Context: an optimization exercise on an open-source flow, tuned for small area and a short achievable clock period. The choices shown serve that exercise and are no tape-out recipe. The RTL was checked by simulation tests, not by an equivalence proof against the original design. Power figures rest on the tool's default switching activity, not on a simulated workload.

### flow/run.sh
#!/bin/bash
# synth_recipe.tcl (not shown) runs the flow's synth.tcl, then flattens the netlist and writes it again
# the make line also repeats each setting of config.mk as NAME=value (left out here)
make -C /OpenROAD-flow-scripts/flow DESIGN_CONFIG=/design/flow/config.mk WORK_HOME=/design/flow/orfs CLKGATE_MAP_FILE= SYNTH_SCRIPT=/design/flow/synth_recipe.tcl finish
### flow/config.mk
export PLATFORM = sky130hd
export DESIGN_NAME = slifo_v2
export DESIGN_NICKNAME = slifo_v2
export VERILOG_FILES = /design/flow/design.v
export SDC_FILE = /design/flow/constraint.sdc
export NUM_CORES = 4
export LEC_CHECK = 0
export CAP_MARGIN = 20
export CORE_MARGIN = 2
export CORE_UTILIZATION = 65
export CTS_CLUSTER_DIAMETER = 100
export CTS_CLUSTER_SIZE = 26
export PLACE_DENSITY = 0.78
export SETUP_SLACK_MARGIN = 1.35
export SLEW_MARGIN = 20
export SYNTH_HIERARCHICAL = 1
### flow/constraint.sdc
create_clock -name core_clock -period 3.7 [get_ports {clk}]
set_input_delay 0.7400 -clock core_clock [delete_from_list [all_inputs] [get_ports {clk}]]
set_output_delay 0.7400 -clock core_clock [all_outputs]
set_load 0.01 [all_outputs]
### flow/design.v
module slifo_v2 (clk, rst_n, wr, rd, lifo_empty, lifo_full, low_th, high_th,
                 lifo_low_th, lifo_high_th, lifo_ov, lifo_ud, lifo_valid,
                 data_in, data_out);
  input         clk;
  input         rst_n;
  input         wr;
  input         rd;
  input  [5:0]  low_th;
  input  [5:0]  high_th;
  input  [31:0] data_in;
  output reg [31:0] data_out;
  output reg    lifo_empty;
  output        lifo_full;
  output        lifo_low_th;
  output        lifo_high_th;
  output reg    lifo_ov;
  output reg    lifo_ud;
  output reg    lifo_valid;
  reg  [5:0]  cnt;      
  reg  [5:0]  ncnt;     
  reg  [5:0]  cntp1;    
  reg  [31:0] sel;      
  reg  [31:0] mem [0:31];
  assign lifo_full = cnt[5];
  wire pw   = wr & ~rd;               
  wire push = pw & ~cnt[5];
  wire pop  = rd & ~wr & ~lifo_empty;
  wire fwd  = wr & rd;
  wire [5:0] cnt_inc = cnt + 6'd1;
  wire [5:0] cnt_dec = cnt - 6'd1;
  wire [5:0] cnt_inc2 = cnt + 6'd2;
  always @(posedge clk) begin
    if (~rst_n) begin
      cnt        <= 6'd0;
      lifo_empty <= 1'b1;
      sel        <= 32'h8000_0000;
    end else if (push) begin
      cnt        <= cnt_inc;
      lifo_empty <= 1'b0;
      sel        <= {sel[30:0], sel[31]};
    end else if (pop) begin
      cnt        <= cnt_dec;
      lifo_empty <= (cnt == 6'd1);
      sel        <= {sel[0], sel[31:1]};
    end
  end
  always @(posedge clk) begin
    if (~rst_n) begin
      ncnt  <= 6'h3f;
      cntp1 <= 6'd1;
    end else begin
      ncnt  <= push ? ~cnt_inc : pop ? ~cnt_dec : ~cnt;
      cntp1 <= push ? cnt_inc2 : pop ? cnt : cnt_inc;
    end
  end
  genvar g;
  generate
    for (g = 0; g < 32; g = g + 1) begin : g_word
      wire we;
      if (g == 0) begin : g_w0
        assign we = pw & sel[31] & ~cnt[5];
      end else begin : g_wn
        assign we = pw & sel[g - 1];
      end
      always @(posedge clk)
        if (we)
          mem[g] <= data_in;
    end
  endgenerate
  wire [31:0] grp [0:10];
  generate
    for (g = 0; g < 10; g = g + 1) begin : g_grp
      slifo_aoi3 u_aoi (.a(mem[3*g]), .b(mem[3*g+1]), .c(mem[3*g+2]),
                        .sa(sel[3*g]), .sb(sel[3*g+1]), .sc(sel[3*g+2]), .y(grp[g]));
    end
  endgenerate
  slifo_aoi2 u_aoi_last (.a(mem[30]), .b(mem[31]),
                         .sa(sel[30]), .sb(sel[31]), .y(grp[10]));
  wire [31:0] rdata = ~(grp[0] & grp[1] & grp[2] & grp[3] & grp[4] & grp[5] &
                        grp[6] & grp[7] & grp[8] & grp[9] & grp[10]);
  always @(posedge clk) begin
    data_out   <= fwd ? data_in : rdata;
    lifo_valid <= pop | fwd;
  end
  always @(posedge clk) begin
    if (~rst_n)                 lifo_ov <= 1'b0;
    else if (rd)                lifo_ov <= 1'b0;
    else if (wr & lifo_full)    lifo_ov <= 1'b1;
  end
  always @(posedge clk) begin
    if (~rst_n)                 lifo_ud <= 1'b0;
    else if (wr)                lifo_ud <= 1'b0;
    else if (rd & lifo_empty)   lifo_ud <= 1'b1;
  end
  slifo_cla6 #(.CIN(1)) u_low  (.pa(~low_th), .pb(cntp1), .co(lifo_low_th));
  slifo_cla6 #(.CIN(1)) u_high (.pa(ncnt), .pb(high_th), .co(lifo_high_th));
endmodule
module slifo_aoi3 (a, b, c, sa, sb, sc, y);
  input  [31:0] a, b, c;
  input         sa, sb, sc;
  output [31:0] y;
  assign y = ~((a & {32{sa}}) | (b & {32{sb}}) | (c & {32{sc}}));
endmodule
module slifo_aoi2 (a, b, sa, sb, y);
  input  [31:0] a, b;
  input         sa, sb;
  output [31:0] y;
  assign y = ~((a & {32{sa}}) | (b & {32{sb}}));
endmodule
module slifo_cla6 (pa, pb, co);
  parameter CIN = 0;
  input  [5:0] pa, pb;
  output       co;
  wire [5:0] g, p;
  genvar i;
  generate
    for (i = 0; i < 6; i = i + 1) begin : g_bit
      slifo_nor2  u_g (.a(pa[i]), .b(pb[i]), .y(g[i]));
      slifo_nand2 u_p (.a(pa[i]), .b(pb[i]), .y(p[i]));
    end
  endgenerate
  wire c1 = CIN ? p[0] : g[0];
  wire ng10, ng32, ng54, np54, np5432;
  slifo_aoi21 u_g10 (.a1(p[1]), .a2(c1),   .b(g[1]), .y(ng10));
  slifo_aoi21 u_g32 (.a1(p[3]), .a2(g[2]), .b(g[3]), .y(ng32));
  slifo_aoi21 u_g54 (.a1(p[5]), .a2(g[4]), .b(g[5]), .y(ng54));
  slifo_nand2 u_p54 (.a(p[5]), .b(p[4]), .y(np54));
  slifo_nand4 u_p52 (.a(p[5]), .b(p[4]), .c(p[3]), .d(p[2]), .y(np5432));
  slifo_o221ai u_co (.a1(np54), .a2(ng32), .b1(np5432), .b2(ng10), .c(ng54), .y(co));
endmodule
module slifo_nand2 (a, b, y);
  input a, b; output y;
  assign y = ~(a & b);
endmodule
module slifo_nor2 (a, b, y);
  input a, b; output y;
  assign y = ~(a | b);
endmodule
module slifo_nand4 (a, b, c, d, y);
  input a, b, c, d; output y;
  assign y = ~(a & b & c & d);
endmodule
module slifo_aoi21 (a1, a2, b, y);
  input a1, a2, b; output y;
  assign y = ~((a1 & a2) | b);
endmodule
module slifo_o221ai (a1, a2, b1, b2, c, y);
  input a1, a2, b1, b2, c; output y;
  assign y = ~((a1 | a2) & (b1 | b2) & c);
endmodule
==> impl_results.md, run 1 <==
* Outcome: timing/DRC/antenna clean
* GPL Wtd Cong at 0.914
* Total power at 22200 uW
* Dpl hpwl at 58.9 mm
* CP max FO at 21
* Most common cell after layout, fill and taps aside: edfxtp_1
* Die Ht at 251 um
* Starting Density at 0.656
* Final period utilization at 0.634
* Critical Path Source Type: flop
* Post-synth top flop: edfxtp_1
* DRT Pass-1 Iters at 10
* Post-route cell area at 0.0429 mm^2
* Critical path class: flop to flop
* Final setup fails at 0
* Fin. Hold Viols at 0
* CTS tree: yes
* Max-cap check violation count at 0
* Top layer in use: met5
* Register Area at 0.0325 mm^2
* Multi-input logic area at 0.00607 mm^2
* Distinct cells, synth at 46
* Area Growth Syn to Fin at 8.53%
* Post-Syn Nets at 2110
* Worst Path Required at 4.21 ns
* Pwr dens at 517 mW/mm^2
* Adder-Cell Fraction of Synth Area at 0.00158
* I/O Pins at 87
* Share of cells above drive strength 1 at 0.111
* Mapped Area at 0.0395 mm^2
* Overflow after GRT at 0
* Met2 Wirelength at 46.5 mm
* Mux cell area share after synthesis at 0.000253
* Place WS at 0.609 ns
* Fin Clk Skew at 0.0291 ns
* Clk latency of the worst-skew pair at 0.65 ns
* Synth Warn # at 9
* Synth Instances at 2057
* Hold depth at 2
* Fin worst setup slack at 1.35 ns
* Final Critical Period at 2.35 ns
* Num CTS Buffers at 48
* Synth Area in XOR/XNOR at 0.000887
* Max clock buf depth at 3
* H-Tree Depth at 2
* Met3 Routed Length at 12.7 mm
* Residual DRC count at 0
* Slew headroom at 0.439
* Routed Antenna Nets at 0
* Fmax at 0.426 GHz
* Maximum vdd drop at 0.383 mV
* Critical Path AT at 2.86 ns
* LEAKAGE at 0.0133 uW
* ANT cells at 0
* DR iter-0 viols at 4870
* Wire per inst at 32.4 um
* Simple-Gate Fraction of Synth Area at 0.0431
* Cts hold-fix bufs at 0
* Least-Margin Pin Slew at 0.840 ns
* Vias per cell at 7.44
* Root buf cell: clkbuf_16
* Post-DP Area at 0.0415 mm^2
* Core footprint at 0.0602 mm^2
* Vias in the first global route at 21355
* Clock-pin slew on the worst setup and hold paths at 0.10 ns
* Commonest non-fill, non-tap cells in the layout: edfxtp_1 (1024), a222oi_1 (320), nand2_1 (81)
* Largest net degree at the start of global routing at 63
* First-pass GRT wire length at 141 mm
* Wl on met1 at 34.2 mm
* CP Capture Type: flop
* Max Slew Vio Count at 0
* RSZ-0062 raised after global routing: true
* Worst min path class: flop to flop
* Final Routed Wirelength at 96.7 mm
* FP Rows at 90
* Post-synth EDFFs at 1024
* Final TNS setup at 0 ns
* Initial antenna violation count at 2
* Compound-cell area share of the yosys netlist at 0.106
* Register area share after synthesis at 0.821
* All-Layer GR Usage at 0.308
* Die W at 251 um
* Layout Nets at 2217
* Number of synthesized register bits at 1109
* Fill cells at 3493
* Port Buffers at 86
* Via count at 22220
* Post-Syn Area per Cell at 19.2 um^2
* Ys async rst share at 0
* Reg2reg path depth at 5
* Combinational family with the most area after synthesis: compound AO/OA/AOI/OAI gates
* Min Hold Slack at 0.525 ns
* Clock sink count at 1109
* Full die area at 0.0628 mm^2
[routing by layer]
| metal | track usage | up-vias |
|---|---|---|
| met5 | 0 | - |
| met4 | 0.0997 | 4 |
| met3 | 0.0578 | 209 |
| met2 | 0.492 | 1838 |
| met1 | 0.437 | 11056 |
| li1 | - | 9113 |
[cell usage after synthesis (5+ instances only)]
| library cell | count | share of area |
|---|---|---|
| a21oi_1 | 36 | 0.0046 |
| a21oi_2 | 6 | 0.0013 |
| a222oi_1 | 320 | 0.081 |
| a22oi_1 | 33 | 0.0063 |
| a311oi_1 | 29 | 0.0064 |
| and2_1 | 37 | 0.0059 |
| buf_2 | 47 | 0.0060 |
| buf_6 | 63 | 0.018 |
| clkbuf_1 | 16 | 0.0015 |
| dfxtp_1 | 85 | 0.043 |
| edfxtp_1 | 1024 | 0.78 |
| ha_1 | 5 | 0.0016 |
| inv_1 | 14 | 0.0013 |
| nand2_1 | 86 | 0.0082 |
| nand3_1 | 31 | 0.0039 |
| nand4_1 | 70 | 0.011 |
| nor2_1 | 74 | 0.0070 |
| nor3_1 | 28 | 0.0035 |
| o21ai_0 | 8 | 0.0010 |
[worst max-delay path, stage by stage (launching register included)]
cell      delay (ns)
dfxtp_1         0.59
buf_4           0.39
a222oi_1        0.36
nand3_1         0.29
nor3_1          0.44
a21oi_1         0.12
[registers in the layout (all words and copies together), names as in the netlist]
signal	flops
mem	1024
data_out	32
sel	32
cnt	6
ncnt	6
cntp1	5
lifo_empty	1
lifo_ov	1
lifo_ud	1
lifo_valid	1
[path summary, 6_finish.rpt]
path	start	endpoint	slack, ns
worst min register to register	lifo_ov$_SDFFE_PP0P_	lifo_ov$_SDFFE_PP0P_	0.53
worst min-delay path	lifo_ov$_SDFFE_PP0P_	lifo_ov$_SDFFE_PP0P_	0.53
worst max register to register	sel[27]$_SDFFE_PN0P_	data_out[1]$_DFF_P_	1.35
worst max-delay path	sel[27]$_SDFFE_PN0P_	data_out[1]$_DFF_P_	1.35
[repair_timing]
action	CTS	global route
endpoints found under the setup margin	214	51
setup buffers	0	0
gates resized for setup	48	12
pin swaps	12	3
[area by class of cell]
cell class                 instances  share of cell area
sequential                      1109               0.757
multi-input combinational        804               0.141
timing repair buffer             187              0.0445
clock buffer                      87              0.0319
tap                              782              0.0228
inverter                          14             0.00131
clock inverter                     3            0.000671
[power breakdown]
| part | internal (uW) | switching, uW | total, uW |
|---|---|---|---|
| logic | 594 | 1190 | 1790 |
| registers | 14000 | 261 | 14300 |
| clock network | 2550 | 3600 | 6150 |
| total | 17100 | 5050 | 22200 |
[logic make-up (layout without fill, tap and decap cells)]
logic type | after synthesis | after routing
AO/OA/AOI/OAI | 452 | 452
XOR/XNOR | 4 | 4
adder cells (fa/ha/maj) | 5 | 5
buffers and inverters | 144 | 291
flip-flops | 1109 | 1109
multiplexers | 1 | 1
AND/OR/NAND/NOR | 342 | 342
[modules after synthesis (local to each module, per instance), a selection]
| module | copies in the design | cell area (um^2) | flops+latches | cells |
|---|---|---|---|---|
| slifo_nand2 | 14 | 3.75 | 0 | 1 |
| slifo_aoi21 | 6 | 8.76 | 0 | 1 |
| slifo_aoi2 | 1 | 289 | 0 | 38 |
| slifo_aoi3 | 10 | 403 | 0 | 41 |
| slifo_o221ai | 2 | 15.0 | 0 | 1 |
| slifo_v2 | 1 | 35000 | 1109 | 1575 |
| slifo_nor2 | 10 | 3.75 | 0 | 1 |
| slifo_nand4 | 2 | 6.26 | 0 | 1 |
[stage by stage]
stage,utilization,std cells
4_1_cts,0.712,2986
5_1_grt,0.712,2986
3_3_place_gp,0.689,2896
2_1_floorplan,-,2057
3_5_place_dp,0.689,2896
6_report,0.712,2986
==> run 2: changes to the inputs <==
--- a/flow/config.mk
+++ b/flow/config.mk
@@ -13,3 +13,3 @@
 export PLACE_DENSITY = 0.78
-export SETUP_SLACK_MARGIN = 1.35
+export SETUP_SLACK_MARGIN = 1.6
 export SLEW_MARGIN = 20
==> impl_results.md, run 2 <==
* Top layer in use: met4
* DRT Pass-1 Iters at 13
* Top cells by count, synth: edfxtp_1 (1024), a222oi_1 (320), nand2_1 (86)
* Post-synth top flop: edfxtp_1
* DR iter-0 viols at 5468
* Overflow after GRT at 0
* CP max FO at 2
* RSZ-0062 raised after global routing: true
* Clock-pin slew on the worst setup and hold paths at 0.10 ns
* CTS tree: yes
* Root buf cell: clkbuf_16
* Met2 Wirelength at 47.6 mm
* Core footprint at 0.0602 mm^2
* Synth area leaders: edfxtp_1 (78%), a222oi_1 (8.1%), dfxtp_1 (4.3%), buf_6 (1.8%), nand4_1 (1.1%)
* Full die area at 0.0628 mm^2
* Vias in the first global route at 21968
* Residual DRC count at 0
* All-Layer GR Usage at 0.319
* Top flop regs: mem (1024), data_out (32), sel (32)
* Critical Path Source Type: input pin
* Synth top area share at 0.778
* Commonest non-fill, non-tap cells in the layout: edfxtp_1 (1024), a222oi_1 (320), buf_4 (83)
* Layout Nets at 2242
* Met3 Routed Length at 15.7 mm
* Final period utilization at 0.612
* Post-synth EDFFs at 1024
* Wl on met1 at 34.8 mm
* Critical Path AT at 1.52 ns
* Share of cells above drive strength 1 at 0.136
* H-Tree Depth at 2
* Multi-input logic area at 0.00611 mm^2
* Worst Path Required at 2.96 ns
* Largest net degree at the start of global routing at 63
* Fin. Hold Viols at 0
* CP Capture Type: output port
* Initial antenna violation count at 0
* Ys async rst share at 0
* Die W at 251 um
* Min Hold Slack at 0.526 ns
* Max-cap check violation count at 0
* LEAKAGE at 0.0135 uW
* Fill cells at 3478
* Via count at 22690
* Slew headroom at 0.272
* First-pass GRT wire length at 145 mm
* I/O Pins at 87
* Starting Density at 0.656
* Register area share after synthesis at 0.821
* Register Area at 0.0325 mm^2
* Most common cell after layout, fill and taps aside: edfxtp_1
* Mapped Area at 0.0395 mm^2
* FP Rows at 90
* Vias per cell at 7.54
* Die Ht at 251 um
* Clock sink count at 1109
* Final Critical Period at 2.26 ns
* Cts hold-fix bufs at 0
* Dpl hpwl at 58.1 mm
* Number of synthesized register bits at 1109
* Final setup fails at 0
* Synth Warn # at 9
* Post-Syn Area per Cell at 19.2 um^2
* Count leader, synth: edfxtp_1
* GPL Wtd Cong at 0.849
* Register bank with the most flops: mem
* Fmax at 0.442 GHz
* Outcome: timing/DRC/antenna clean
* Synth Instances at 2057
* Num CTS Buffers at 48
* Distinct cells, synth at 46
* Least-Margin Pin Slew at 1.09 ns
* Routed Antenna Nets at 0
* Critical path class: input pin to output port
* Max clock buf depth at 3
* Max Slew Vio Count at 0
* Worst min path class: flop to flop
* Post-Syn Nets at 2110
* Final Routed Wirelength at 102 mm
* Pwr dens at 517 mW/mm^2
* Wire per inst at 33.9 um
* Maximum vdd drop at 0.552 mV
* Final TNS setup at 0 ns
* ANT cells at 0
* Area Growth Syn to Fin at 9.04%
* Fin Clk Skew at 0.0334 ns
* Port Buffers at 86
* Clk latency of the worst-skew pair at 0.65 ns
* Max FFs per register at 1024
* Cell taking the most area after synthesis: edfxtp_1
## run 2: cell types whose count changed in the layout (fill, tap and decap cells not counted), moves of 13 or more
cell | previous run | this run
buf_6 | 0 | 19
buf_12 | 32 | 19
dfxtp_1 | 71 | 55
dlygate4sd2_1 | 14 | 47
buf_4 | 69 | 83
clkdlybuf4s50_1 | 49 | 11
## run 2: layout make-up
class	count	share of cell area
tap	782	0.0227
sequential	1109	0.755
timing repair buffer	212	0.0467
clock buffer	88	0.0324
clock inverter	2	0.000639
inverter	14	0.00122
multi-input combinational	804	0.142
## run 2: kinds of logic after synthesis
logic type,count (synthesis),synth area share
AOI/OAI and AO/OA,452,0.106
DFF,1109,0.821
and+or+nand+nor,342,0.0431
xor gates and xnor gates,4,0.000887
adders and majority gates,5,0.00158
muxes,1,0.000253
buffers and inverters,144,0.0272
## run 2: critical path: stages
cell and delay, ns:
dlygate4sd2_1 0.24, inv_2 0.07, nand2_2 0.06, a21oi_2 0.16, o221ai_2 0.11, buf_2 0.15
## run 2: final timing paths
| path | from | endpoint | slack, ns | cells after the start |
|---|---|---|---|---|
| min | lifo_ud$_SDFFE_PP0P_ | lifo_ud$_SDFFE_PP0P_ | 0.53 | 2 |
| min reg2reg | lifo_ud$_SDFFE_PP0P_ | lifo_ud$_SDFFE_PP0P_ | 0.53 | 2 |
| max | low_th[3] | lifo_low_th | 1.44 | 6 |
| max reg2reg | sel[21]$_SDFFE_PN0P_ | data_out[10]$_DFF_P_ | 1.57 | 5 |
## run 2: metal layers
metal | track usage | up-vias
li1 | - | 9155
met1 | 0.450 | 11218
met2 | 0.502 | 2050
met3 | 0.0675 | 267
met4 | 0.114 | 0
met5 | 0 | -
## run 2: what timing repair did
item / CTS / global route
buffers inserted: 1 / 17
endpoints found under the setup margin: 525 / 344
gates cloned: 0 / 3
resized for setup: 103 / 42
pin swaps: 22 / 14
## run 2: stage by stage
step                setup WS (ns)  utilization  std cells  power, uW  area, um^2
detailed placement          0.734        0.687       2899      16300       41400
finish                       1.44        0.715       3011      22300       43100
global route                 1.42        0.715       3011      22800       43100
floorplan                    1.48            -       2057      15400       39600
CTS                          1.44        0.711       2990      22200       42900
global placement            0.774        0.687       2899      16200       41400
## run 2: per-module statistics from Yosys, one instance, submodules excluded, a selection
module        times used  flops+latches
slifo_o221ai           2              0
slifo_nand2           14              0
slifo_aoi21            6              0
slifo_aoi2             1              0
slifo_v2               1           1109
slifo_aoi3            10              0
slifo_nor2            10              0
slifo_nand4            2              0
## run 2: power by group
part / switching [uW] / total, uW / internal [uW] / leakage, uW
logic: 1210 / 1790 / 586 / 0.00283
clock network: 3600 / 6190 / 2590 / 0.000674
registers: 278 / 14300 / 14000 / 0.00997
==> run 3: changes to the inputs <==
==> flow/flow/run.sh (new file) <==
#!/bin/bash
# The standard layout (the standard.sh, all steps) with two changes read
# from env.sh: the port buffers are buf_1 cells, and clock tree synthesis adds
# no dummy loads. ORFS writes each step's full log under orfs/logs/; the make
# output goes to standard.log.
set -euo pipefail
here=$(cd "$(dirname "${BASH_SOURCE[0]}")" && pwd)
source "$here/env.sh"
bash standard.sh > standard.log 2>&1
==> flow/flow/env.sh (new file) <==
export BUFFER_PORTS_ARGS="-buffer_cell sky130_fd_sc_hd__buf_1"
export CTS_ARGS="-sink_clustering_enable -repair_clock_nets -sink_clustering_size 26 -sink_clustering_max_diameter 100 -dont_use_dummy_load"
==> flow/standard.sh (new file) <==
#!/bin/bash
# synth_recipe.tcl (not shown) runs the flow's synth.tcl, then flattens the netlist and writes it again
# the make line also repeats each setting of config.mk as NAME=value (left out here)
make -C /OpenROAD-flow-scripts/flow DESIGN_CONFIG=/design/flow/config.mk WORK_HOME=/design/flow/orfs CLKGATE_MAP_FILE= SYNTH_SCRIPT=/design/flow/synth_recipe.tcl "${@:-finish}"
--- a/flow/config.mk
+++ b/flow/config.mk
@@ -13,3 +13,3 @@
 export PLACE_DENSITY = 0.78
-export SETUP_SLACK_MARGIN = 1.6
+export SETUP_SLACK_MARGIN = 1.5
 export SLEW_MARGIN = 20
removed: flow/run.sh
==> impl_results.md, run 3 <==
* Final Critical Period at 2.29 ns
* Critical path class: flop to flop
* Max clock buf depth at 3
* Root buf cell: clkbuf_16
* Wire per inst at 32.4 um
* Vias in the first global route at 21465
* RSZ-0062 raised after global routing: true
* Vias per cell at 7.41
* Final period utilization at 0.620
* Routed Antenna Nets at 0
* Reg2reg path depth at 5
* Register bank with the most flops: mem
* H-Tree Depth at 2
* Final Routed Wirelength at 95.6 mm
* Fmax at 0.436 GHz
* Num CTS Buffers at 48
* Share of cells above drive strength 1 at 0.115
* Total power at 21700 uW
* Final TNS setup at 0 ns
* Ys async rst share at 0
* Synth Instances at 2057
* DRT Pass-1 Iters at 14
* CTS tree: yes
* Critical Path AT at 2.76 ns
* Top flop regs: mem (1024), data_out (32), sel (32)
* Outcome: timing/DRC/antenna clean
* Worst min path class: input pin to flop
* CP max FO at 17
* Top cells by count, synth: edfxtp_1 (1024), a222oi_1 (320), nand2_1 (86)
* Number of synthesized register bits at 1109
* Register area share after synthesis at 0.821
* Max-cap check violation count at 0
* First-pass GRT wire length at 140 mm
* Largest net degree at the start of global routing at 61
* Final setup fails at 0
* Post-synth top flop: edfxtp_1
* Layout Nets at 2219
* Max FFs per register at 1024
* Starting Density at 0.656
* Max Slew Vio Count at 0
* Count leader, synth: edfxtp_1
* I/O Pins at 87
* Die W at 251 um
* LEAKAGE at 0.0130 uW
* Register Area at 0.0325 mm^2
* Synth area leaders: edfxtp_1 (78%), a222oi_1 (8.1%), dfxtp_1 (4.3%), buf_6 (1.8%), nand4_1 (1.1%)
* Residual DRC count at 0
* Die Ht at 251 um
* Least-Margin Pin Slew at 1.08 ns
* Fill cells at 3583
* Synth top area share at 0.778
* Maximum vdd drop at 0.460 mV
* Dpl hpwl at 57.7 mm
* Cell taking the most area after synthesis: edfxtp_1
* Mapped Area at 0.0395 mm^2
* GPL Wtd Cong at 0.898
* Via count at 21840
* Clk latency of the worst-skew pair at 0.63 ns
* Commonest non-fill, non-tap cells in the layout: edfxtp_1 (1024), a222oi_1 (320), nand2_1 (79)
* Worst Path Required at 4.16 ns
* Initial antenna violation count at 2
* Post-Syn Area per Cell at 19.2 um^2
* Cts hold-fix bufs at 0
* Fin. Hold Viols at 0
* Clock-pin slew on the worst setup and hold paths at 0.10 ns
* Clock sink count at 1109
* Area Growth Syn to Fin at 6.99%
* Critical Path Source Type: flop
* Hold depth at 2
* Synth Warn # at 9
* Post-synth EDFFs at 1024
* Overflow after GRT at 0
* Slew headroom at 0.279
* All-Layer GR Usage at 0.305
* Post-Syn Nets at 2110
* Core footprint at 0.0602 mm^2
* Most common cell after layout, fill and taps aside: edfxtp_1
* CP Capture Type: flop
* Full die area at 0.0628 mm^2
* Distinct cells, synth at 46
* Pwr dens at 514 mW/mm^2
* FP Rows at 90
* DR iter-0 viols at 4639
* Port Buffers at 86
* Fin Clk Skew at 0.0432 ns
* Multi-input logic area at 0.00609 mm^2
run 3: what timing repair did:
| action | 4_1_cts | 5_1_grt |
|---|---|---|
| endpoints found under the setup margin | 411 | 349 |
| gates resized for setup | 33 | 17 |
| endpoints found under the hold margin | 0 | 0 |
| pin swaps | 11 | 14 |
| setup buffers | 0 | 0 |
run 3: kinds of logic (layout without fill, tap and decap cells):
logic type / count (synthesis) / in the layout / share of synthesized area
DFF: 1109 / 1109 / 0.821
adders and majority gates: 5 / 5 / 0.00158
xor gates and xnor gates: 4 / 4 / 0.000887
AOI/OAI and AO/OA: 452 / 452 / 0.106
and+or+nand+nor: 342 / 342 / 0.0431
other: 0 / 2 / 0
buffers and inverters: 144 / 251 / 0.0272
muxes: 1 / 1 / 0.000253
run 3: final timing paths:
| path | start | endpoint | slack [ns] |
|---|---|---|---|
| max | sel[25]$_SDFFE_PN0P_ | data_out[8]$_DFF_P_ | 1.41 |
| min | wr | lifo_ud$_SDFFE_PP0P_ | 0.49 |
| max reg2reg | sel[25]$_SDFFE_PN0P_ | data_out[8]$_DFF_P_ | 1.41 |
| min reg2reg | lifo_ov$_SDFFE_PP0P_ | lifo_ov$_SDFFE_PP0P_ | 0.54 |
run 3: worst max-delay path, stage by stage, from the launching register on:
cell and delay [ns]:
dfxtp_1 0.53, buf_4 0.33, a222oi_1 0.57, nand3_1 0.23
nor3_1 0.34, a21oi_1 0.15
run 3: cell type report:
cell class	count	area share
Multi-Input combinational cell	804	0.144
Antenna cell	2	0.000118
Inverter	14	0.00124
Timing Repair Buffer	189	0.0342
Clock buffer	48	0.0284
Sequential cell	1109	0.769
Tap cell	782	0.0231
run 3: where the power goes:
part | switching [uW] | internal (uW) | leakage (uW) | total (uW)
clock network | 3430 | 2330 | 0.000592 | 5760
logic | 1140 | 531 | 0.00246 | 1670
registers | 304 | 14000 | 0.00997 | 14300
total | 4870 | 16900 | 0.0130 | 21700
run 3: metal layers:
layer  vias to the layer above  GRT usage  share of wire
met5                         -          0        0.00028
met4                         4     0.0985          0.032
met3                       185     0.0696           0.14
met2                      1703      0.495           0.49
met1                     10888      0.418           0.35
li1                       9060          -              -
run 3: metrics by stage:
| step | util | instance area (um^2) | setup slack, ns | hold slack [ns] | std cells |
|---|---|---|---|---|---|
| 2_1_floorplan | - | 39600 | 1.48 | 0.487 | 2057 |
| 3_3_place_gp | 0.680 | 41000 | 0.725 | 0.501 | 2898 |
| 3_5_place_dp | 0.680 | 41000 | 0.690 | 0.519 | 2898 |
| 4_1_cts | 0.701 | 42200 | 1.44 | 0.461 | 2946 |
| 5_1_grt | 0.702 | 42300 | 1.40 | 0.490 | 2946 |
| 6_report | 0.702 | 42300 | 1.41 | 0.486 | 2948 |
run 3: Yosys stat by module, one instance, submodules excluded, excerpt:
module        flops+latches  cells inside
slifo_nor2                0             1
slifo_aoi2                0            38
slifo_aoi21               0             1
slifo_nand2               0             1
slifo_v2               1109          1575
slifo_o221ai              0             1
slifo_nand4               0             1
slifo_aoi3                0            41
==> run 4: changes to the inputs <==
--- a/flow/config.mk
+++ b/flow/config.mk
@@ -13,3 +13,3 @@
 export PLACE_DENSITY = 0.78
-export SETUP_SLACK_MARGIN = 1.5
+export SETUP_SLACK_MARGIN = 1.35
 export SLEW_MARGIN = 20
==> impl_results.md, run 4 <==
* Wire per inst at 30.0 um
* Starting Density at 0.656
* Critical path origin: wr
* CP max stage cell: and2_2
* Critical path class: input pin to flop
* Compound-cell area share of the yosys netlist at 0.106
* Reg2reg path depth at 5
* Final setup fails at 0
* Largest net degree at the start of global routing at 62
* GPL Wtd Cong at 0.853
* CP Capture Type: flop
* ANT cells at 0
* Num CTS Buffers at 48
* Post-synth EDFFs at 1024
* Top cells by count, synth: edfxtp_1 (1024), a222oi_1 (320), nand2_1 (86)
* Mux cell area share after synthesis at 0.000253
* Post-DP Area at 0.0405 mm^2
* Area Growth Syn to Fin at 5.63%
* Critical-path cell list: buf_1, nor2b_1, buf_4, and2_2
* DR iter-0 viols at 4317
* Fill cells at 3645
* Hold endpoint: ncnt[3]$_SDFF_PN1_
* Fin Clk Skew at 0.0317 ns
* DRT Pass-1 Iters at 11
* Slew headroom at 0.266
* Mapped Area at 0.0395 mm^2
* Worst Path Required at 3.95 ns
* Core footprint at 0.0602 mm^2
* FF-to-FF Start: sel[14]$_SDFFE_PN0P_
* Cell taking the most area after synthesis: edfxtp_1
* Residual DRC count at 0
* Top flop regs: mem (1024), data_out (32), sel (32)
* Share of cells above drive strength 1 at 0.0956
* Critical Path AT at 2.62 ns
* Clock sink count at 1109
* Ys async rst share at 0
* FP Rows at 90
* CP bufs+invs at 2
* Critical Path Source Type: input pin
* Max Slew Vio Count at 0
* Reg2reg setup slack at 1.35 ns
* Synth Warn # at 9
* Reg-to-reg endpoint: data_out[23]$_DFF_P_
* Outcome: timing/DRC/antenna clean
* CP max FO at 32
* Fin. Hold Viols at 0
* Final Critical Period at 2.37 ns
* # placed instances at 2868
* Adder-Cell Fraction of Synth Area at 0.00158
* Routed Antenna Nets at 0
* Synth area leaders: edfxtp_1 (78%), a222oi_1 (8.1%), dfxtp_1 (4.3%), buf_6 (1.8%), nand4_1 (1.1%)
* Synth Instances at 2057
* Register bank with the most flops: mem
* Count leader, synth: edfxtp_1
* Fmax at 0.422 GHz
* Via count at 21271
* Commonest non-fill, non-tap cells in the layout: edfxtp_1 (1024), a222oi_1 (320), nand2_1 (85)
* Post-route cell area at 0.0417 mm^2
* Cts hold-fix bufs at 0
* Post-Syn Area per Cell at 19.2 um^2
* RSZ-0062 raised after global routing: true
* Full die area at 0.0628 mm^2
* Die W at 251 um
* Maximum vdd drop at 0.502 mV
* Die Ht at 251 um
* Overflow after GRT at 0
* Vias per cell at 7.29
* Final TNS setup at 0 ns
* All-Layer GR Usage at 0.277
* Simple-Gate Fraction of Synth Area at 0.0431
* Dpl hpwl at 54.3 mm
* Clock-pin slew on the worst setup and hold paths at 0.10 ns
* Distinct cells, synth at 46
* Max FFs per register at 1024
* Register area share after synthesis at 0.821
* Most common cell after layout, fill and taps aside: edfxtp_1
* Port Buffers at 86
* I/O Pins at 87
* LEAKAGE at 0.0128 uW
* Worst min path class: input pin to flop
* Clk latency of the worst-skew pair at 0.62 ns
* Final cell count without fillers at 2916
* Combinational family with the most area after synthesis: compound AO/OA/AOI/OAI gates
* Vias in the first global route at 20491
* Synth Area in XOR/XNOR at 0.000887
* CP peak stage delay at 0.80 ns
* Synth top area share at 0.778
* H-Tree Depth at 2
* Number of synthesized register bits at 1109
* Fin worst setup slack at 1.33 ns
* Pwr dens at 518 mW/mm^2
* First-pass GRT wire length at 129 mm
* Post-synth top flop: edfxtp_1
* Post-Syn Nets at 2110
* Final Routed Wirelength at 87.3 mm
* Hold depth at 3
* Least-Margin Pin Slew at 1.10 ns
* CTS tree: yes
* Max-cap check violation count at 0
* Layout Nets at 2189
* Max clock buf depth at 3
* Hold path startpoint: rst_n
* Initial antenna violation count at 3
* Place WS at 0.721 ns
* Final period utilization at 0.640
* Top cell family by delay on the critical path: simple AND/OR/NAND/NOR gates
* Root buf cell: clkbuf_16
## run 4: worst max path at each step
stage	to	depth (start not counted)	slack (ns)
after global routing	mem[12][8]$_DFFE_PP_	5	1.27
final	mem[29][13]$_DFFE_PP_	4	1.33
after CTS	data_out[23]$_DFF_P_	5	1.36
after detailed placement	mem[24][20]$_DFFE_PP_	5	0.72
after floorplan	mem[31][0]$_DFFE_PP_	3	1.36
after global placement	mem[24][13]$_DFFE_PP_	5	0.79
## run 4: logic make-up (layout without fill, tap and decap cells)
family / after synthesis / after routing
AOI/OAI and AO/OA: 452 / 452
and+or+nand+nor: 342 / 342
DFF: 1109 / 1109
muxes: 1 / 1
xor gates and xnor gates: 4 / 4
adders and majority gates: 5 / 5
buffers and inverters: 144 / 221
## run 4: modules after synthesis, one instance, submodules excluded, excerpt
module	cells inside	cell area [um^2]	flops+latches	times used
slifo_nand2	1	3.75	0	14
slifo_o221ai	1	15.0	0	2
slifo_nand4	1	6.26	0	2
slifo_aoi3	41	403	0	10
slifo_nor2	1	3.75	0	10
slifo_aoi21	1	8.76	0	6
slifo_aoi2	38	289	0	1
slifo_v2	1575	35000	1109	1
## run 4: report_power, final
part	internal, uW	switching [uW]	total, uW
logic	494	1130	1630
clock network	2330	3410	5740
registers	14000	271	14300
total	16800	4820	21600
## run 4: metal layers
metal | wire, um | part of all wire | global-route usage | vias up
met5 | 9 | 0.00010 | 0 | -
met4 | 1590 | 0.018 | 0.0583 | 2
met3 | 10200 | 0.12 | 0.0412 | 116
met2 | 42100 | 0.48 | 0.444 | 1404
met1 | 33400 | 0.38 | 0.414 | 10740
li1 | - | - | - | 9009
## run 4: cell type report
class	instances	area [um^2]	area share
sequential	1109	32500	0.778
multi-input combinational	804	6070	0.145
timing repair buffer	159	963	0.0231
inverter	14	52.6	0.00126
clock buffer	48	1200	0.0288
tap	782	978	0.0234
## run 4: repair_timing
item / 4_1_cts / 5_1_grt
endpoints found under the setup margin: 13 / 453
resized for setup: 8 / 12
pin swaps: 4 / 8
buffers inserted: 0 / 0
## run 4: tightest hold or removal path, cell delays in order
cell	delay, ns
buf_1	0.07
buf_4	0.19
nand2_1	0.07
## run 4: metrics by stage
stage / util / power, uW / hold WS (ns)
floorplan: - / 15400 / 0.487
global placement: 0.672 / 16100 / 0.467
detailed placement: 0.672 / 16100 / 0.473
CTS: 0.692 / 21700 / 0.441
global route: 0.693 / 22200 / 0.481
finish: 0.693 / 21600 / 0.479
==> run 5: changes to the inputs <==
--- a/flow/config.mk
+++ b/flow/config.mk
@@ -13,3 +13,3 @@
 export PLACE_DENSITY = 0.78
-export SETUP_SLACK_MARGIN = 1.35
+export SETUP_SLACK_MARGIN = 1.6
 export SLEW_MARGIN = 20
==> impl_results.md, run 5 <==
* Fill cells at 3559
* Post-Syn Nets at 2110
* Maximum vdd drop at 0.459 mV
* Vias in the first global route at 21455
* Final TNS setup at 0 ns
* Register area share after synthesis at 0.821
* Vias per cell at 7.47
* Final Routed Wirelength at 95.9 mm
* Register bank with the most flops: mem
* Hold depth at 2
* FP Rows at 90
* Via count at 22044
* Post-synth top flop: edfxtp_1
* Routed Antenna Nets at 0
* Residual DRC count at 0
* Critical path origin: ncnt[1]$_SDFF_PN1_
* Critical Path Source Type: flop
* Synth Instances at 2057
* Most common cell after layout, fill and taps aside: edfxtp_1
* Clock-pin slew on the worst setup and hold paths at 0.10 ns
* GR peak layer: met2
* Synth area leaders: edfxtp_1 (78%), a222oi_1 (8.1%), dfxtp_1 (4.3%), buf_6 (1.8%), nand4_1 (1.1%)
* All-Layer GR Usage at 0.305
* Top cells by count, synth: edfxtp_1 (1024), a222oi_1 (320), nand2_1 (86)
* Cell taking the most area after synthesis: edfxtp_1
* Max-cap check violation count at 0
* Hold endpoint: lifo_ud$_SDFFE_PP0P_
* Root buf cell: clkbuf_16
* Wire per inst at 32.5 um
* Top flop regs: mem (1024), data_out (32), sel (32)
* FF-to-FF Start: sel[17]$_SDFFE_PN0P_
* Slew headroom at 0.279
* Area Growth Syn to Fin at 7.27%
* Starting Density at 0.656
* Clock sink count at 1109
* Pwr dens at 513 mW/mm^2
* Post-DP Area at 0.0410 mm^2
* Die Ht at 251 um
* LEAKAGE at 0.0131 uW
* Min Hold Slack at 0.475 ns
* Core footprint at 0.0602 mm^2
* Initial antenna violation count at 0
* RSZ-0062 raised after global routing: true
* Outcome: timing/DRC/antenna clean
* Synth top area share at 0.778
* Largest net degree at the start of global routing at 61
* I/O Pins at 87
* Max FFs per register at 1024
* Hold path startpoint: wr
* Distinct cells, synth at 46
* Layout Nets at 2221
* H-Tree Depth at 2
* CP max FO at 2
* Post-Syn Area per Cell at 19.2 um^2
* First-pass GRT wire length at 140 mm
* Multi-input logic area at 0.00614 mm^2
* Final Critical Period at 2.19 ns
* Register Area at 0.0325 mm^2
* Place WS at 0.690 ns
* Reg-to-reg endpoint: data_out[17]$_DFF_P_
* Total power at 21700 uW
* Fmax at 0.456 GHz
* Reg2reg setup slack at 1.55 ns
* Fin. Hold Viols at 0
* Count leader, synth: edfxtp_1
* Commonest non-fill, non-tap cells in the layout: edfxtp_1 (1024), a222oi_1 (320), nand2_1 (78), buf_1 (78), nor2_1 (71)
* DRT Pass-1 Iters at 10
* GPL Wtd Cong at 0.898
* Worst Path Required at 2.96 ns
* Post-synth EDFFs at 1024
* Least-Margin Pin Slew at 1.08 ns
* Full die area at 0.0628 mm^2
* Met1 Use GR at 0.419
* CTS tree: yes
* Fin Clk Skew at 0.0404 ns
* M3 GR Usage at 0.0693
* Fin worst setup slack at 1.51 ns
* Reg2reg path depth at 5
* Post-route cell area at 0.0424 mm^2
* Synth Warn # at 9
* Die W at 251 um
* Mapped Area at 0.0395 mm^2
* Num CTS Buffers at 48
* Worst min path class: input pin to flop
* Dpl hpwl at 57.7 mm
* Cts hold-fix bufs at 0
* Max Slew Vio Count at 0
* Share of cells above drive strength 1 at 0.121
* Number of synthesized register bits at 1109
* Port Buffers at 86
* Final setup fails at 0
* DR iter-0 viols at 4735
* Met2 Use GR at 0.495
* Critical path class: flop to output port
* Ys async rst share at 0
* Critical Path AT at 1.45 ns
* Final period utilization at 0.593
* Max clock buf depth at 3
* CP Capture Type: output port
* Overflow after GRT at 0
* Clk latency of the worst-skew pair at 0.63 ns
[run 5: repair_timing]
| action | 4_1_cts | 5_1_grt |
|---|---|---|
| hold endpoints to repair | 0 | 0 |
| resized for setup | 55 | 31 |
| pin swaps | 20 | 21 |
| setup endpoints to repair | 619 | 88 |
| buffers inserted | 0 | 2 |
[run 5: through the flow]
stage               instances  utilization
CTS                      2946        0.702
global route             2948        0.703
finish                   2950        0.704
floorplan                2057            -
detailed placement       2898        0.680
global placement         2898        0.680
[run 5: cell families (layout without fill, tap and decap cells)]
group / Yosys count / in the layout / synth area share
other: 0 / 2 / 0
buffers and inverters: 144 / 253 / 0.0272
adder cells (fa/ha/maj): 5 / 5 / 0.00158
multiplexers: 1 / 1 / 0.000253
AND/OR/NAND/NOR: 342 / 342 / 0.0431
XOR/XNOR: 4 / 4 / 0.000887
flip-flops: 1109 / 1109 / 0.821
AO/OA/AOI/OAI: 452 / 452 / 0.106
[run 5: cell type report]
class | count | area share
clock buffers | 48 | 0.0283
multi-input cells | 804 | 0.145
well taps | 782 | 0.0231
diodes | 2 | 0.000118
flip-flops and latches | 1109 | 0.767
repair buffers | 191 | 0.0352
inverters | 14 | 0.00124
[run 5: where the power goes]
part / leakage [uW] / switching, uW / internal (uW)
Sequential: 0.00998 / 301 / 14000
Clock: 0.000592 / 3410 / 2330
Combinational: 0.00249 / 1150 / 540
[run 5: layer usage]
metal / up-vias / share of wire
met4: 0 / 0.035
met3: 208 / 0.13
met5: - / 0
li1: 9072 / -
met2: 1766 / 0.48
met1: 10998 / 0.35
[run 5: Yosys stat by module (local to each module, per instance), a selection]
module,flops+latches,cell area (um^2),cells inside,copies in the design
slifo_nand4,0,6.26,1,2
slifo_aoi21,0,8.76,1,6
slifo_o221ai,0,15.0,1,2
slifo_nand2,0,3.75,1,14
slifo_aoi3,0,403,41,10
slifo_nor2,0,3.75,1,10
[run 5: worst max path at each step]
stage                            endpoint  cells after the start
detailed placement  mem[15][11]$_DFFE_PP_                      5
floorplan            mem[12][0]$_DFFE_PP_                      4
finish                       lifo_high_th                      4
global route                  lifo_low_th                      4
global placement    mem[15][31]$_DFFE_PP_                      5
CTS                   data_out[8]$_DFF_P_                      5
[run 5: worst max-delay path, stage by stage, from the launching register on]
cell and delay [ns]:
dfxtp_2 0.35, nand2_2 0.07, a21oi_4 0.16, o221ai_2 0.10, buf_2 0.15
==> run 6: changes to the inputs <==
--- a/flow/design.v
+++ b/flow/design.v
@@ -34,2 +34,4 @@
       cnt        <= 6'd0;
+      ncnt       <= 6'h3f;
+      cntp1      <= 6'd1;
       lifo_empty <= 1'b1;
@@ -38,2 +40,4 @@
       cnt        <= cnt_inc;
+      ncnt       <= ~cnt_inc;
+      cntp1      <= cnt_inc2;
       lifo_empty <= 1'b0;
@@ -42,13 +46,6 @@
       cnt        <= cnt_dec;
+      ncnt       <= ~cnt_dec;
+      cntp1      <= cnt;
       lifo_empty <= (cnt == 6'd1);
       sel        <= {sel[0], sel[31:1]};
-    end
-  end
-  always @(posedge clk) begin
-    if (~rst_n) begin
-      ncnt  <= 6'h3f;
-      cntp1 <= 6'd1;
-    end else begin
-      ncnt  <= push ? ~cnt_inc : pop ? ~cnt_dec : ~cnt;
-      cntp1 <= push ? cnt_inc2 : pop ? cnt : cnt_inc;
     end
==> flow/flow/run.sh (replaced) <==
#!/bin/bash
# The standard layout (the standard.sh, all steps), with two placement
# hooks: the storage flip-flops are pre-placed as bit slices before global
# placement and released for legalization after it. ORFS writes each step's
# full log under orfs/logs/; the make output goes to standard.log.
set -euo pipefail
here=$(cd "$(dirname "${BASH_SOURCE[0]}")" && pwd)
export PRE_GLOBAL_PLACE_SKIP_IO_TCL="$here/preplace.tcl"
export POST_GLOBAL_PLACE_TCL="$here/release.tcl"
bash standard.sh > standard.log 2>&1
==> flow/flow/preplace.tcl (new file) <==
# Pre-place the storage flip-flops as bit slices: bit b's 32 words sit together
# in one block of an 8 x 4 grid over the core, two columns of 16 words, so each
# bit's write data and read mux stay local. The flops are fixed during global
# placement and released afterwards (see release.tcl), so detailed placement
# legalizes them with everything else.
set block [ord::get_db_block]
set core [$block getCoreArea]
set cx0 [$core xMin]; set cy0 [$core yMin]
set cw [expr {[$core xMax] - $cx0}]; set ch [expr {[$core yMax] - $cy0}]
set site_w 460; set row_h 2720
set rows [$block getRows]
set row0 [lindex $rows 0]
set ry0 [[$row0 getBBox] yMin]
set nbx 8; set nby 4
set bw [expr {$cw / $nbx}]; set bh [expr {$ch / $nby}]
set n 0
foreach inst [$block getInsts] {
  set name [$inst getName]
  if {![regexp {^mem\\?\[(\d+)\\?\]\\?\[(\d+)\\?\]} $name -> w b]} { continue }
  set w [expr {int($w)}]; set b [expr {int($b)}]
  set bx [expr {$b % $nbx}]; set by [expr {$b / $nbx}]
  set fw [[$inst getMaster] getWidth]
  set col [expr {$w / 16}]; set r [expr {$w % 16}]
  # block origin, snapped to the site and row grid
  set x [expr {$cx0 + $bx * $bw + $col * $fw + 2 * $site_w}]
  set x [expr {$cx0 + (($x - $cx0) / $site_w) * $site_w}]
  set y [expr {$cy0 + $by * $bh + 2 * $row_h}]
  set y [expr {$ry0 + (($y - $ry0) / $row_h + $r) * $row_h}]
  # orientation of the row at y
  set orient R0
  foreach row $rows {
    if {[[$row getBBox] yMin] == $y} { set orient [$row getOrient]; break }
  }
  $inst setOrient $orient
  $inst setLocation $x $y
  $inst setPlacementStatus FIRM
  incr n
}
puts "preplace: placed $n storage flops"
==> flow/flow/release.tcl (new file) <==
# Release the pre-placed storage flops so later steps may legalize and move them.
set n 0
foreach inst [[ord::get_db_block] getInsts] {
  if {[$inst getPlacementStatus] == "FIRM"} { $inst setPlacementStatus PLACED; incr n }
}
puts "release: released $n storage flops"
--- a/flow/config.mk
+++ b/flow/config.mk
@@ -13,3 +13,3 @@
 export PLACE_DENSITY = 0.78
-export SETUP_SLACK_MARGIN = 1.6
+export SETUP_SLACK_MARGIN = 1.5
 export SLEW_MARGIN = 20
removed: flow/flow/env.sh
==> impl_results.md, run 6 <==
* DR iter-0 viols at 6979
* Die W at 250 um
* Ys async rst share at 0
* Overflow after GRT at 0
* Top cells by count, synth: edfxtp_1 (1024), a222oi_1 (321), dfxtp_1 (85)
* I/O Pins at 87
* Initial antenna violation count at 2
* Final TNS setup at 0 ns
* Critical Path AT at 2.71 ns
* Mux cell area share after synthesis at 0.000254
* Outcome: timing/DRC/antenna clean
* Layout Nets at 2183
* All-Layer GR Usage at 0.384
* Post-Syn Area per Cell at 19.4 um^2
* Fill cells at 3534
* Vias in the first global route at 20851
* Final Critical Period at 2.43 ns
* Post-synth top flop: edfxtp_1
* Synth area leaders: edfxtp_1 (78%), a222oi_1 (8.2%), dfxtp_1 (4.3%), buf_6 (1.8%), nand4_1 (1.1%)
* Final setup fails at 0
* Port Buffers at 86
* Fin Clk Skew at 0.0327 ns
* LEAKAGE at 0.0132 uW
* Max-cap check violation count at 0
* Register Area at 0.0326 mm^2
* Slew headroom at 0.100
* RSZ-0062 raised after global routing: true
* Number of synthesized register bits at 1109
* Cts hold-fix bufs at 0
* Clock-pin slew on the worst setup and hold paths at 0.10 ns
* Die Ht at 250 um
* Clk latency of the worst-skew pair at 0.66 ns
* FP Rows at 90
* Full die area at 0.0625 mm^2
* Core footprint at 0.0601 mm^2
* Largest net degree at the start of global routing at 44
* Synth Area in XOR/XNOR at 0.000223
* Cell taking the most area after synthesis: edfxtp_1
* Fin. Hold Viols at 0
* Critical Path Source Type: flop
* Commonest non-fill, non-tap cells in the layout: edfxtp_1 (1024), a222oi_1 (321), nor2_1 (74)
* Post-Syn Nets at 2081
* CP max stage cell: dfxtp_2
* Distinct cells, synth at 48
* Combinational family with the most area after synthesis: compound AO/OA/AOI/OAI gates
* Vias per cell at 8.06
* Max FFs per register at 1024
* Reg2reg setup slack at 1.27 ns
* Routed Antenna Nets at 0
* Top flop regs: mem (1024), data_out (32), sel (32)
* Clock sink count at 1109
* Area Growth Syn to Fin at 8.43%
* Starting Density at 0.655
* Worst min path class: flop to flop
* Total power at 22300 uW
* Final period utilization at 0.658
* Maximum vdd drop at 0.437 mV
* Register bank with the most flops: mem
* Top cell family by delay on the critical path: flip-flops
* Least-Margin Pin Slew at 1.35 ns
* Synth Instances at 2027
* Worst Path Required at 3.97 ns
* Share of cells above drive strength 1 at 0.118
* Adder-Cell Fraction of Synth Area at 0.00191
* First-pass GRT wire length at 160 mm
* Dpl hpwl at 63.9 mm
* Num CTS Buffers at 48
* Multi-input logic area at 0.00599 mm^2
* Count leader, synth: edfxtp_1
* Fmax at 0.411 GHz
* Max Slew Vio Count at 0
* Compound-cell area share of the yosys netlist at 0.106
* Simple-Gate Fraction of Synth Area at 0.0400
* CTS tree: yes
* DRT Pass-1 Iters at 11
* Final Routed Wirelength at 121 mm
* Max clock buf depth at 3
* Via count at 23777
* CP Capture Type: flop
* Pwr dens at 523 mW/mm^2
* CP max FO at 29
* Residual DRC count at 0
* CP bufs+invs at 1
* Mapped Area at 0.0394 mm^2
* H-Tree Depth at 2
* Synth top area share at 0.781
* Critical-path cell list: and2_2, buf_4
* Critical path class: flop to flop
* Post-synth EDFFs at 1024
* Wire per inst at 41.2 um
* Most common cell after layout, fill and taps aside: edfxtp_1
* Synth Warn # at 9
* Register area share after synthesis at 0.824
* CP peak stage delay at 1.24 ns
* Root buf cell: clkbuf_16
[run 6: cell count changes after synthesis, sizes merged, moves of 4 or more]
cell,before,now
a221oi,0,4
a22oi,33,37
a311oi,29,1
and2,37,33
buf,114,110
inv,14,9
nand2,86,27
nor2,74,79
nor3,28,59
o21ai,9,5
o22ai,0,27
[run 6: per-layer routing]
layer	up-vias	GRT usage	wire length [um]
met5	-	0.00618	13
met3	309	0.204	32200
met4	2	0.126	4620
met1	11343	0.622	42400
li1	9029	-	-
met2	3094	0.435	42300
[run 6: worst reg2reg max path, delay by kind of cell (launching register included)]
kind / cells / cell delay (ns)
flip-flops: 1 / 1.24
buffers and inverters: 1 / 0.43
AND/OR/NAND/NOR: 1 / 0.36
[run 6: final cells by class]
cell class              instances  area share
repair buffers                179      0.0403
multi-input cells             781       0.140
clock inverters                 3    0.000674
flip-flops and latches       1109       0.763
clock buffers                  85      0.0319
diodes                          1   0.0000586
inverters                      10    0.000967
well taps                     782      0.0229
[run 6: logic make-up after synthesis]
family | Yosys count
DFF | 1109
AOI/OAI and AO/OA | 463
and+or+nand+nor | 310
buffers and inverters | 137
adders and majority gates | 6
xor gates and xnor gates | 1
muxes | 1
[run 6: final timing paths]
check	from	endpoint	cells after the start
worst max-delay path	sel[25]$_SDFFE_PN0P_	mem[26][17]$_DFFE_PP_	2
worst min register to register	lifo_ud$_SDFFE_PP0P_	lifo_ud$_SDFFE_PP0P_	2
worst max register to register	sel[25]$_SDFFE_PN0P_	mem[26][17]$_DFFE_PP_	2
worst min-delay path	lifo_ud$_SDFFE_PP0P_	lifo_ud$_SDFFE_PP0P_	2
[run 6: per-module statistics from Yosys, one instance, submodules excluded, a selection]
| module | flip-flops and latches | cells inside | cell area [um^2] | copies in the design |
|---|---|---|---|---|
| slifo_aoi2 | 0 | 38 | 289 | 1 |
| slifo_aoi21 | 0 | 1 | 8.76 | 6 |
| slifo_aoi3 | 0 | 41 | 403 | 10 |
| slifo_nand2 | 0 | 1 | 3.75 | 14 |
| slifo_nand4 | 0 | 1 | 6.26 | 2 |
| slifo_nor2 | 0 | 1 | 3.75 | 10 |
| slifo_o221ai | 0 | 1 | 15.0 | 2 |
| slifo_v2 | 1109 | 1545 | 34900 | 1 |
[run 6: metrics by stage]
step	utilization	instances	instance area, um^2	setup slack (ns)	hold WS (ns)
6_report	0.710	2950	42700	1.27	0.513
4_1_cts	0.708	2947	42600	1.31	0.517
5_1_grt	0.710	2949	42700	1.38	0.541
2_1_floorplan	-	2027	39400	1.46	0.450
3_3_place_gp	0.685	2859	41200	0.666	0.502
3_5_place_dp	0.685	2859	41200	0.660	0.505
[run 6: repair_timing]
item / CTS / global route
pin swaps: 11 / 5
endpoints found under the setup margin: 539 / 27
buffers inserted: 0 / 2
resized for setup: 96 / 27
[run 6: report_power, final]
part / switching, uW / internal, uW / total (uW) / leakage (uW)
Clock: 3550 / 2540 / 6090 / 0.000661
Sequential: 517 / 14000 / 14500 / 0.00998
Combinational: 1150 / 575 / 1730 / 0.00258

[port drivers added, routing unchanged]
No port has a modelled driver above. Below, the same layouts with a new extraction and two added sets of constraints. Step 1, drivers: a clkbuf_16 drives clk and a buf_2 each remaining input, both assumed. Step 2, shift: input delay + t, output delay - t, t = (earliest + latest rising clock arrival at the registers) / 2. This alone moves slack from input paths to output paths. Three values: no drivers, after step 1, after step 2; two values: the first two.
run | t, ns | slack for setup (ns) | slew at the worst register clock pin (ns)
run 1 | 0.697 | 1.355 / 1.325 / 0.723 | 0.11 / 0.11
run 2 | 0.697 | 1.437 / 1.411 / 0.932 | 0.11 / 0.11
run 3 | 0.671 | 1.407 / 1.407 / 0.966 | 0.10 / 0.10
run 4 | 0.670 | 1.330 / 1.345 / 0.695 | 0.10 / 0.10
run 5 | 0.673 | 1.506 / 1.441 / 1.022 | 0.10 / 0.10
run 6 | 0.706 | 1.267 / 1.267 / 0.940 | 0.10 / 0.10
After both steps every run listed still meets setup and hold. For run 4, which loses most, drivers alone change the setup slack by +0.015 ns; drivers and shift together by -0.635 ns.
